This design comes from an exercise in tuning for small area on the open sky130 flow, not from production work. Function was checked by simulation only, so behaviour that the tests miss may differ from the original. Power and IR drop assume default switching activity.

Setup of old:
==> flow/design.v <==
`timescale 1ns / 1ps
module jesd204b_link (
    input         clock,
    input         reset,
    input  [43:0] tx_datain,
    output [79:0] tx_out,
    input  [79:0] rx_in,
    output [43:0] rx_dataout
    );
    function [9:0] enc;
        input [7:0] x;
        input       rd;
        reg A, B, C, D, E, F, G, H;
        reg L40, L31, L22, L13, L04;
        reg PD1S6, ND1S6, PD0S6, RD6, ND1S4, ND0S4, PD1S4, rd_s4;
        reg C6, C4, S;
        reg a, b, c, d, e, i, f, g, h, j;
        begin
            {H, G, F, E, D, C, B, A} = x;
            L40 = A & B & C & D;
            L04 = ~A & ~B & ~C & ~D;
            L13 = ((A ^ B) & ~C & ~D) | (~A & ~B & (C ^ D));
            L31 = ((A ^ B) & C & D) | (A & B & (C ^ D));
            L22 = (A & B & ~C & ~D) | (~A & ~B & C & D) | ((A ^ B) & (C ^ D));
            PD1S6 = (L13 & D & E) ^ (~L22 & ~L31 & ~E);
            ND1S6 = (L31 & ~D & ~E) | (E & ~L22 & ~L13);
            PD0S6 = E & ~L22 & ~L13;
            RD6 = PD0S6 | PD1S6;
            ND1S4 = F & G;
            ND0S4 = ~F & ~G;
            PD1S4 = ND0S4;
            rd_s4 = RD6 ^ rd;
            C6 = (PD1S6 & ~rd) | (ND1S6 & rd);
            C4 = (PD1S4 & ~rd_s4) | (ND1S4 & rd_s4);
            S = (rd_s4 & L31 & D & ~E) ^ (~rd_s4 & L13 & ~D & E);
            a = A ^ C6;
            b = ((~L40 & B) | L04) ^ C6;
            c = (L04 | C) ^ (L13 & D & E) ^ C6;
            d = (D & ~L40) ^ C6;
            e = (~(L13 & D & E) & E) ^ (~E & L13) ^ C6;
            i = (~E & L22) ^ (L04 & E) ^ (E & L40) ^ (E & L13 & ~D) ^ C6;
            f = (F & ~(S & F & G & H)) ^ C4;
            g = (G | (~F & ~G & ~H)) ^ C4;
            h = H ^ C4;
            j = ((S & F & G & H) | ((F ^ G) & ~H)) ^ C4;
            enc = {a, b, c, d, e, i, f, g, h, j};
        end
    endfunction
    function rdc;
        input [7:0] x;
        reg A, B, C, D, E, F, G, H;
        reg L31, L22, L13;
        begin
            {H, G, F, E, D, C, B, A} = x;
            L13 = ((A ^ B) & ~C & ~D) | (~A & ~B & (C ^ D));
            L31 = ((A ^ B) & C & D) | (A & B & (C ^ D));
            L22 = (A & B & ~C & ~D) | (~A & ~B & C & D) | ((A ^ B) & (C ^ D));
            rdc = ((E & ~L22 & ~L13) | ((L13 & D & E) ^ (~L22 & ~L31 & ~E)))
                ^ ((F & G & H) | (~F & ~G));
        end
    endfunction
    function [7:0] dec;
        input [9:0] y;
        reg a, b, c, d, e, i, f, g, h, j;
        reg P13, P22, P31;
        reg A, B, C, D, E, F, G, H;
        begin
            {a, b, c, d, e, i, f, g, h, j} = y;
            P13 = ((a ^ b) & ~c & ~d) | (~a & ~b & (c ^ d));
            P31 = ((a ^ b) & c & d) | (a & b & (c ^ d));
            P22 = (a & b & ~c & ~d) | (c & d & ~a & ~b) | ((a ^ b) & (c ^ d));
            A = a ^ ((P22 & ~b & ~c & ~(e ^ i)) | (P31 & i) | (P13 & d & e & i) |
                     (P22 & ~a & ~c & ~(e ^ i)) | (P13 & ~e) | (a & b & e & i) |
                     (~c & ~d & ~e & ~i));
            B = b ^ (((a & b & e & i) | ~(c | d | e | i) | (P31 & i))
                  ^ ((P22 & a & c & ~(e ^ i)) | (P13 & ~e))
                  ^ ((P22 & b & c & ~(e ^ i)) | (P13 & d & e & i)));
            C = c ^ (((P31 & i) | (P22 & b & c & ~(e ^ i)) | (P13 & d & e & i))
                  | ((P22 & ~a & ~c & ~(e ^ i)) | (P13 & ~e))
                  | ((P13 & ~e) | ~(c | d | e | i) | ~(a | b | e | i)));
            D = d ^ (((a & b & e & i) | ~(c | d | e | i) | (P31 & i))
                  ^ ((P22 & a & c & ~(e ^ i)) | (P13 & ~e))
                  ^ ((P13 & d & e & i) | (P22 & ~b & ~c & ~(e ^ i))));
            E = e ^ (((P22 & ~a & ~c & ~(e ^ i)) | (P13 & ~i))
                  ^ ((P13 & ~e) | ~(c | d | e | i) | ~(a | b | e | i))
                  ^ ((P13 & d & e & i) | (P22 & ~b & ~c & ~(e ^ i))));
            F = f ^ (((g & h & j) | (f & h & j) | ((h ^ j) & ~(c | d | e | i)))
                  ^ ((f & g & j) | ~(f | g | h) | (~f & ~g & h & j)));
            G = g ^ (((f & g & j) | ~(f | g | h) | (~f & ~g & h & j))
                  ^ ((~f & ~h & ~j) | ((h ^ j) & ~(c | d | e | i)) | (~g & ~h & ~j)));
            H = h ^ (((f & g & j) | ~(f | g | h) | (~f & ~g & h & j))
                  ^ ((~g & ~h & ~j) | (f & h & j) | ((h ^ j) & ~(c | d | e | i))));
            dec = {H, G, F, E, D, C, B, A};
        end
    endfunction
    reg p0, p1, p2, p3;
    always @(posedge clock) begin
        p0 <= reset;
        p1 <= p0;
        p2 <= p1;
        p3 <= p2;
    end
    wire live  = ~(p0 | p1 | p2 | p3);    
    wire flush = p2 | p3;                 
    integer k;
    reg [63:0] tw, sw;
    reg [43:0] tx_sc;
    always @(*) begin
        tw = 64'd0;
        for (k = 0; k < 4; k = k + 1)
            tw[16*k +: 16] = {tx_datain[11*k +: 11], 5'b00000};
        sw = tw;
        for (k = 47; k >= 0; k = k - 1)
            sw[k] = tw[k] ^ sw[k+14] ^ sw[k+15];
        for (k = 0; k < 4; k = k + 1)
            tx_sc[11*k +: 11] = sw[16*k+5 +: 11];
    end
    reg [43:0] t1, t2, t3;
    always @(posedge clock) begin
        t1 <= tx_sc;
        t2 <= t1;
        t3 <= t2;
    end
    reg [63:0] pw;
    always @(*) begin
        pw = 64'd0;
        for (k = 0; k < 4; k = k + 1)
            pw[16*k+5 +: 11] = t3[11*k +: 11];
        for (k = 47; k >= 0; k = k - 1)
            if ((k % 16) < 5) pw[k] = pw[k+14] ^ pw[k+15];
    end
    reg [43:0] t4;
    reg [4:0]  t4a;    
    reg [1:0]  t4b;    
    reg        t4c;    
    always @(posedge clock) begin
        t4  <= t3;
        t4a <= pw[4:0];
        t4b <= pw[17:16];
        t4c <= pw[32];
    end
    reg [63:0] qw;
    always @(*) begin
        qw = 64'd0;
        for (k = 0; k < 4; k = k + 1)
            qw[16*k+5 +: 11] = t4[11*k +: 11];
        qw[4:0]   = t4a;
        qw[17:16] = t4b;
        qw[18]    = qw[46];    
        qw[19]    = qw[47];
        qw[32]    = t4c;
        qw[33]    = qw[47];
    end
    reg [7:0] rd;
    reg [7:0] rd_nx;
    reg [79:0] tx_code;
    always @(*) begin
        for (k = 0; k < 8; k = k + 1) begin
            rd_nx[k] = ~p1 & (rd[k] ^ (~flush & rdc(qw[8*k +: 8])));
            tx_code[10*k +: 10] = enc(qw[8*k +: 8], rd[k]);
        end
    end
    always @(posedge clock) rd <= rd_nx;
    wire tx_first = ~p0 & p1;
    wire tx_zero  = ~p0 & ~p1 & flush;
    assign tx_out = ({80{live}} & tx_code)
                  | ({80{tx_zero}} & {8{10'b1001110100}})
                  | ({80{tx_first}} & {8{10'b0000000100}});
    reg [63:0] rw;
    reg [43:0] rx_dsc;
    always @(*) begin
        for (k = 0; k < 8; k = k + 1)
            rw[8*k +: 8] = dec(rx_in[10*k +: 10]);
        for (k = 0; k < 4; k = k + 1)
            rx_dsc[11*k +: 11] = rw[16*k+5 +: 11];
        for (k = 0; k < 3; k = k + 1)
            rx_dsc[11*k +: 11] = rw[16*k+5 +: 11] ^ rw[16*k+19 +: 11] ^ rw[16*k+20 +: 11];
    end
    reg [43:0] r1, r2, r3, r4;
    always @(posedge clock) begin
        r1 <= rx_dsc;
        r2 <= r1;
        r3 <= r2;
        r4 <= r3;
    end
    assign rx_dataout = {44{live}} & r4;
endmodule
Settings: LEC_CHECK=0, CAP_MARGIN=20, CORE_MARGIN=2, CORE_UTILIZATION=40, SLEW_MARGIN=20; clock period 4.0 ns.
run.sh (not shown) runs the stock make flow with config.mk's settings and CLKGATE_MAP_FILE= SYNTH_SCRIPT=/design/flow/synth_recipe.tcl, a recipe that flattens the netlist after the stock synthesis.
Modified inputs, new compared to old
--- a/flow/design.v
+++ b/flow/design.v
@@ -112,47 +112,26 @@
         sw = tw;
         for (k = 47; k >= 0; k = k - 1)
             sw[k] = tw[k] ^ sw[k+14] ^ sw[k+15];
         for (k = 0; k < 4; k = k + 1)
             tx_sc[11*k +: 11] = sw[16*k+5 +: 11];
     end
-    reg [43:0] t1, t2, t3;
+    reg [43:0] t1, t2, t3, t4;
     always @(posedge clock) begin
         t1 <= tx_sc;
         t2 <= t1;
         t3 <= t2;
-    end
-    reg [63:0] pw;
-    always @(*) begin
-        pw = 64'd0;
-        for (k = 0; k < 4; k = k + 1)
-            pw[16*k+5 +: 11] = t3[11*k +: 11];
-        for (k = 47; k >= 0; k = k - 1)
-            if ((k % 16) < 5) pw[k] = pw[k+14] ^ pw[k+15];
-    end
-    reg [43:0] t4;
-    reg [4:0]  t4a;    
-    reg [1:0]  t4b;    
-    reg        t4c;    
-    always @(posedge clock) begin
-        t4  <= t3;
-        t4a <= pw[4:0];
-        t4b <= pw[17:16];
-        t4c <= pw[32];
+        t4 <= t3;
     end
     reg [63:0] qw;
     always @(*) begin
         qw = 64'd0;
         for (k = 0; k < 4; k = k + 1)
             qw[16*k+5 +: 11] = t4[11*k +: 11];
-        qw[4:0]   = t4a;
-        qw[17:16] = t4b;
-        qw[18]    = qw[46];    
-        qw[19]    = qw[47];
-        qw[32]    = t4c;
-        qw[33]    = qw[47];
+        for (k = 47; k >= 0; k = k - 1)
+            if ((k % 16) < 5) qw[k] = qw[k+14] ^ qw[k+15];
     end
     reg [7:0] rd;
     reg [7:0] rd_nx;
     reg [79:0] tx_code;
     always @(*) begin
         for (k = 0; k < 8; k = k + 1) begin
Notes after the runs:
Completing all stages was not enough for new: its layout failed the final checks because of negative setup slack.
Looking only at proportion of power drawn by combinational gates, and setting everything else aside, the lower value of old and new goes to old.
old reports its end point of the critical path as tx_out[72] while new reports tx_out[22].
new vs old on number of cell instances on the worst register-to-register path: new is the higher one.
Final area grows slightly when moving from old to new.
Measured against each other, old and new differ in number of sinks driven by the clock tree, the lower figure coming from new.
Re placed wire-length estimate after detailed placement: new is 1.3% up on old.
Per the comparison of new with old, clock network fraction of design power shows a reduction of 3.1 points; share of cell area taken by flip-flops and latches shows a reduction of 1.3 points; worst-margin pin slew shows a reduction of 21 ps.
new ends up with a die outline width that is 0.65 um higher than in old.
The run showing the greater final critical-path setup slack is old.

-- afterwards: timing with drivers on the ports --
Ports are ideal in the flow. The routed layouts listed here were re-timed in OpenROAD.
Step 1 sets driving cells, clkbuf_16 on the clock port and buf_2 on the other inputs (assumed; they add their load-dependent delay and slew).
Step 2 adds t to the input delays and takes it off the output delays; t is the mean of the earliest and latest rising clock arrival at the registers after step 1. Input paths then give back, and output paths get back, about the clock's delay inside the block.
Three values: ideal, step 1, step 2; two values: the first two.
run	t, ns	slack for setup (ns)	hold WS [ns]	clock arrival spread, ns	worst slew at a driven data input, ns
old	0.573	0.137 / 0.085 / 0.230	0.321 / 0.321 / 0.321	0.018 / 0.018	0.09
new	0.561	-0.119 / -0.173 / 0.258	0.309 / 0.309 / 0.309	0.023 / 0.023	0.08
